Source: an optimization exercise on an open RTL-to-GDS flow (aim: small area, a short achievable clock period and few clock cycles per item). Production flows keep margins and buffers that such runs may drop.

==> exp/nickel <==
// HitTest
module HitTest(
    input clk,
    input rst,
    input start,
    input rsel,
    input [15:0] x,
    input [15:0] y,
    input [15:0] notex,
    input [15:0] notey,
    input signed [15:0] indx,
    input signed [15:0] indy,
    output valJR,
    output valE,
    output valr,
    output valR,
    output reg ready
);
==> flow/config.mk <==
export PLATFORM = sky130hd
export DESIGN_NAME = HitTest
export DESIGN_NICKNAME = HitTest
export VERILOG_FILES = /design/flow/design.v
export SDC_FILE = /design/flow/constraint.sdc
export NUM_CORES = 4
export LEC_CHECK = 0
export CAP_MARGIN = 20
export CORE_MARGIN = 2
export CORE_UTILIZATION = 60
export SETUP_SLACK_MARGIN = 2.5
export SLEW_MARGIN = 20
export SYNTH_HIERARCHICAL = 1
export SYNTH_MINIMUM_KEEP_SIZE = 0
==> flow/constraint.sdc <==
create_clock -name core_clock -period 10.0 [get_ports {clk}]
set_input_delay 2.0000 -clock core_clock [delete_from_list [all_inputs] [get_ports {clk}]]
set_output_delay 2.0000 -clock core_clock [all_outputs]
set_load 0.01 [all_outputs]
standard.sh (not shown) runs the stock make flow with config.mk's settings and CLKGATE_MAP_FILE= SYNTH_SCRIPT=/design/flow/synth_recipe.tcl, a recipe that flattens the netlist after the stock synthesis.
==> flow/flow/run.sh <==
#!/bin/bash
# The standard layout, with the ports buffered by the smallest buffer
# (sky130_fd_sc_hd__buf_1) rather than the cell buffer_ports picks by itself;
# timing repair still resizes any port buffer on a critical path.
set -euo pipefail
bash standard.sh BUFFER_PORTS_ARGS="-buffer_cell sky130_fd_sc_hd__buf_1" finish > standard.log 2>&1
==> inputs of exp/maple, as changes to exp/nickel <==
==> flow/flow/run.sh (replaced) <==
#!/bin/bash
set -euo pipefail
B="BUFFER_PORTS_ARGS=-buffer_cell sky130_fd_sc_hd__buf_1"
R=orfs/results/sky130hd/HitTest/base
bash standard.sh "$B" place > standard_place.log 2>&1
cat > upsize.tcl <<EOT
read_liberty $FLOW_HOME/platforms/sky130hd/lib/sky130_fd_sc_hd__tt_025C_1v80.lib
read_db $R/3_place.odb
set n 0
foreach inst [[ord::get_db_block] getInsts] {
  set name [\$inst getName]
  if {[[\$inst getMaster] getName] eq "sky130_fd_sc_hd__dfxtp_1" && [string match {n[ab][xy]*} \$name]} {
    replace_cell \$name sky130_fd_sc_hd__dfxtp_4
    incr n
  }
}
puts "upsized \$n registers"
detailed_placement
check_placement -verbose
write_db $R/3_place.odb
EOT
openroad -no_init -exit upsize.tcl > upsize.log 2>&1
bash standard.sh "$B" finish > standard_finish.log 2>&1
==> inputs of exp/amber, as changes to exp/nickel <==
--- a/flow/design.v
+++ b/flow/design.v
@@ -831,10 +831,11 @@
 wire [12:0] lx = {c524, c523, c482, c481, s424, c422, s358, c356, s302, t167, t1, 1'b0, a[0]};
 wire [12:0] ly = {s525, s524, s523, s482, s481, s423, s422, s357, s356, s301, t151, 1'b0, b[0]};
 wire cl;
 wire h564;
 LowBit #(.ZI(0)) hb564(.x(s545), .y(c525), .c(cl), .ok(h564));
+wire okl = h564;
 wire h565;
 HiBit #(.ZI(0), .ZP(0)) hb565(.x(s546), .y(c545), .xp(s545), .yp(c525), .ok(h565));
 wire h566;
 HiBit #(.ZI(0), .ZP(0)) hb566(.x(s547), .y(c546), .xp(s546), .yp(c545), .ok(h566));
 wire h567;
@@ -867,38 +868,31 @@
 HiBit #(.ZI(1), .ZP(1)) hb580(.x(s561), .y(c560), .xp(s560), .yp(c559), .ok(h580));
 wire h581;
 HiBit #(.ZI(1), .ZP(1)) hb581(.x(s562), .y(c561), .xp(s561), .yp(c560), .ok(h581));
 wire h582;
 HiBit #(.ZI(1), .ZP(1)) hb582(.x(s563), .y(c562), .xp(s562), .yp(c561), .ok(h582));
+wire lJR, lE, lR;
+LowN low(.lx(lx), .ly(ly), .rsel(rsel), .c(cl), .inJR(lJR), .inE(lE), .inR(lR));
 wire q583;
-Nand3 g583(.a(h564), .b(h565), .c(h566), .y(q583));
+Nand3 g583(.a(h565), .b(h566), .c(h567), .y(q583));
 wire q584;
-Nand3 g584(.a(h567), .b(h568), .c(h569), .y(q584));
+Nand3 g584(.a(h568), .b(h569), .c(h570), .y(q584));
 wire q585;
-Nand3 g585(.a(h570), .b(h571), .c(h572), .y(q585));
+Nand3 g585(.a(h571), .b(h572), .c(h573), .y(q585));
 wire q586;
-Nand3 g586(.a(h573), .b(h574), .c(h575), .y(q586));
+Nand3 g586(.a(h574), .b(h575), .c(h576), .y(q586));
 wire q587;
-Nand3 g587(.a(h576), .b(h577), .c(h578), .y(q587));
+Nand3 g587(.a(h577), .b(h578), .c(h579), .y(q587));
 wire q588;
-Nand2 g588(.a(h579), .b(h580), .y(q588));
+Nand3 g588(.a(h580), .b(h581), .c(h582), .y(q588));
 wire q589;
-Nand2 g589(.a(h581), .b(h582), .y(q589));
+Nor3 g589(.a(q583), .b(q584), .c(q585), .y(q589));
 wire q590;
-Nor3 g590(.a(q583), .b(q584), .c(q585), .y(q590));
-wire q591;
-Nor2 g591(.a(q586), .b(q587), .y(q591));
-wire q592;
-Nor2 g592(.a(q588), .b(q589), .y(q592));
-wire q593;
-Nand3 g593(.a(q590), .b(q591), .c(q592), .y(q593));
-wire hi_ok = ~q593;
-wire lJR, lE, lR;
-LowN low(.lx(lx), .ly(ly), .rsel(rsel), .c(cl), .inJR(lJR), .inE(lE), .inR(lR));
-assign inJR = hi_ok & lJR;
-assign inE = hi_ok & lE;
-assign inR = hi_ok & lR;
+Nor3 g590(.a(q586), .b(q587), .c(q588), .y(q590));
+And4 g591(.a(q589), .b(q590), .c(lJR), .d(okl), .y(inJR));
+And4 g592(.a(q589), .b(q590), .c(lE), .d(okl), .y(inE));
+And4 g593(.a(q589), .b(q590), .c(lR), .d(okl), .y(inR));
 endmodule
 module CalvalidR(
     input [16:0] na, nb,
     input rsel,
     output inR
@@ -1717,10 +1711,11 @@
 wire [5:0] lx = {c330, s302, t167, t1, 1'b0, a[0]};
 wire [5:0] ly = {s331, s330, s301, t151, 1'b0, b[0]};
 wire cl;
 wire h557;
 LowBit #(.ZI(0)) hb557(.x(s531), .y(c331), .c(cl), .ok(h557));
+wire okl = h557;
 wire h558;
 HiBit #(.ZI(0), .ZP(0)) hb558(.x(s532), .y(c531), .xp(s531), .yp(c331), .ok(h558));
 wire h559;
 HiBit #(.ZI(0), .ZP(0)) hb559(.x(s533), .y(c532), .xp(s532), .yp(c531), .ok(h559));
 wire h560;
@@ -1767,40 +1762,39 @@
 HiBit #(.ZI(1), .ZP(1)) hb580(.x(s554), .y(c553), .xp(s553), .yp(c552), .ok(h580));
 wire h581;
 HiBit #(.ZI(1), .ZP(1)) hb581(.x(s555), .y(c554), .xp(s554), .yp(c553), .ok(h581));
 wire h582;
 HiBit #(.ZI(1), .ZP(1)) hb582(.x(s556), .y(c555), .xp(s555), .yp(c554), .ok(h582));
+wire lR;
+LowR low(.lx(lx), .ly(ly), .rsel(rsel), .c(cl), .inR(lR));
 wire q583;
-Nand3 g583(.a(h557), .b(h558), .c(h559), .y(q583));
+Nand3 g583(.a(h558), .b(h559), .c(h560), .y(q583));
 wire q584;
-Nand3 g584(.a(h560), .b(h561), .c(h562), .y(q584));
+Nand3 g584(.a(h561), .b(h562), .c(h563), .y(q584));
 wire q585;
-Nand3 g585(.a(h563), .b(h564), .c(h565), .y(q585));
+Nand3 g585(.a(h564), .b(h565), .c(h566), .y(q585));
 wire q586;
-Nand3 g586(.a(h566), .b(h567), .c(h568), .y(q586));
+Nand3 g586(.a(h567), .b(h568), .c(h569), .y(q586));
 wire q587;
-Nand3 g587(.a(h569), .b(h570), .c(h571), .y(q587));
+Nand3 g587(.a(h570), .b(h571), .c(h572), .y(q587));
 wire q588;
-Nand3 g588(.a(h572), .b(h573), .c(h574), .y(q588));
+Nand3 g588(.a(h573), .b(h574), .c(h575), .y(q588));
 wire q589;
-Nand3 g589(.a(h575), .b(h576), .c(h577), .y(q589));
+Nand3 g589(.a(h576), .b(h577), .c(h578), .y(q589));
 wire q590;
-Nand3 g590(.a(h578), .b(h579), .c(h580), .y(q590));
+Nand2 g590(.a(h579), .b(h580), .y(q590));
 wire q591;
 Nand2 g591(.a(h581), .b(h582), .y(q591));
 wire q592;
 Nor3 g592(.a(q583), .b(q584), .c(q585), .y(q592));
 wire q593;
 Nor3 g593(.a(q586), .b(q587), .c(q588), .y(q593));
 wire q594;
 Nor3 g594(.a(q589), .b(q590), .c(q591), .y(q594));
-wire q595;
-Nand3 g595(.a(q592), .b(q593), .c(q594), .y(q595));
-wire hi_ok = ~q595;
-wire lR;
-LowR low(.lx(lx), .ly(ly), .rsel(rsel), .c(cl), .inR(lR));
-assign inR = hi_ok & lR;
+wire ol595;
+And2 g596(.a(lR), .b(okl), .y(ol595));
+And4 g597(.a(q592), .b(q593), .c(q594), .d(ol595), .y(inR));
 endmodule
 module LowN(input [12:0] lx, ly, input rsel, output c, inJR, inE, inR);
 wire [12:0] l;
 assign {c, l} = lx + ly;
 assign inJR = l <= 13'd5625;
@@ -1819,10 +1813,19 @@
 endmodule
 module LowBit #(parameter ZI = 0) (input x, y, c, output ok);
 wire p = ZI ? ~(x ^ y) : (x ^ y);
 assign ok = p == c;
 endmodule
+module And2(input a, b, output y);
+assign y = a & b;
+endmodule
+module And3(input a, b, c, output y);
+assign y = a & b & c;
+endmodule
+module And4(input a, b, c, d, output y);
+assign y = a & b & c & d;
+endmodule
 module Nand2(input a, b, output y);
 assign y = ~(a & b);
 endmodule
 module Nand3(input a, b, c, output y);
 assign y = ~(a & b & c);
==> flow/flow/run.sh (replaced) <==
#!/bin/bash
set -euo pipefail
B="BUFFER_PORTS_ARGS=-buffer_cell sky130_fd_sc_hd__buf_1"
R=orfs/results/sky130hd/HitTest/base
bash standard.sh "$B" floorplan > standard_floorplan.log 2>&1
cat > upsize.tcl <<EOT
read_liberty $FLOW_HOME/platforms/sky130hd/lib/sky130_fd_sc_hd__tt_025C_1v80.lib
read_db $R/2_floorplan.odb
set n 0
foreach inst [[ord::get_db_block] getInsts] {
  set name [\$inst getName]
  if {[[\$inst getMaster] getName] eq "sky130_fd_sc_hd__dfxtp_1" && [string match {n[ab][xy]*} \$name]} {
    replace_cell \$name sky130_fd_sc_hd__dfxtp_4
    incr n
  }
}
puts "upsized \$n registers"
write_db $R/2_floorplan.odb
EOT
openroad -no_init -exit upsize.tcl > upsize.log 2>&1
bash standard.sh "$B" finish > standard_finish.log 2>&1
==> summary.txt <==
Final area: exp/amber > exp/maple > exp/nickel.
Sequential share of layout area: exp/nickel < exp/amber < exp/maple.
Die area is about the same in exp/amber and exp/nickel.
In exp/maple the clock-buffer cell count is lower than in exp/amber, by 1.
Against exp/amber, the non-clock buffer count of exp/nickel is higher by 5.
No run of this note included a check of the RTL's function; only the layout flow was run.

[separate check: timing with driven ports]
How much do the figures lean on ideal ports? The routed layouts below were timed once more, with nothing changed but the port constraints.
Step 1 assumes that a clkbuf_16 drives the clock port and a buf_2 every other input.
Step 2 also shifts input and output timing later by t, the mid clock arrival at the registers, as if the neighbouring blocks saw the same clock.
a / b / c = ideal / step 1 / step 2; a / b = the first two.
run	shift t [ns]	setup WS [ns]	hold WS [ns]	worst register clock-pin slew, ns	worst slew at a driven data input, ns
exp/nickel	0.386	2.744 / 2.698 / 3.083	1.771 / 1.748 / 2.133	0.06 / 0.06	0.10
exp/maple	0.385	2.851 / 2.806 / 3.191	1.773 / 1.751 / 2.136	0.06 / 0.06	0.09
exp/amber	0.390	2.807 / 2.763 / 3.153	1.746 / 1.727 / 2.116	0.06 / 0.06	0.09
After both steps setup and hold are still met in every run listed.
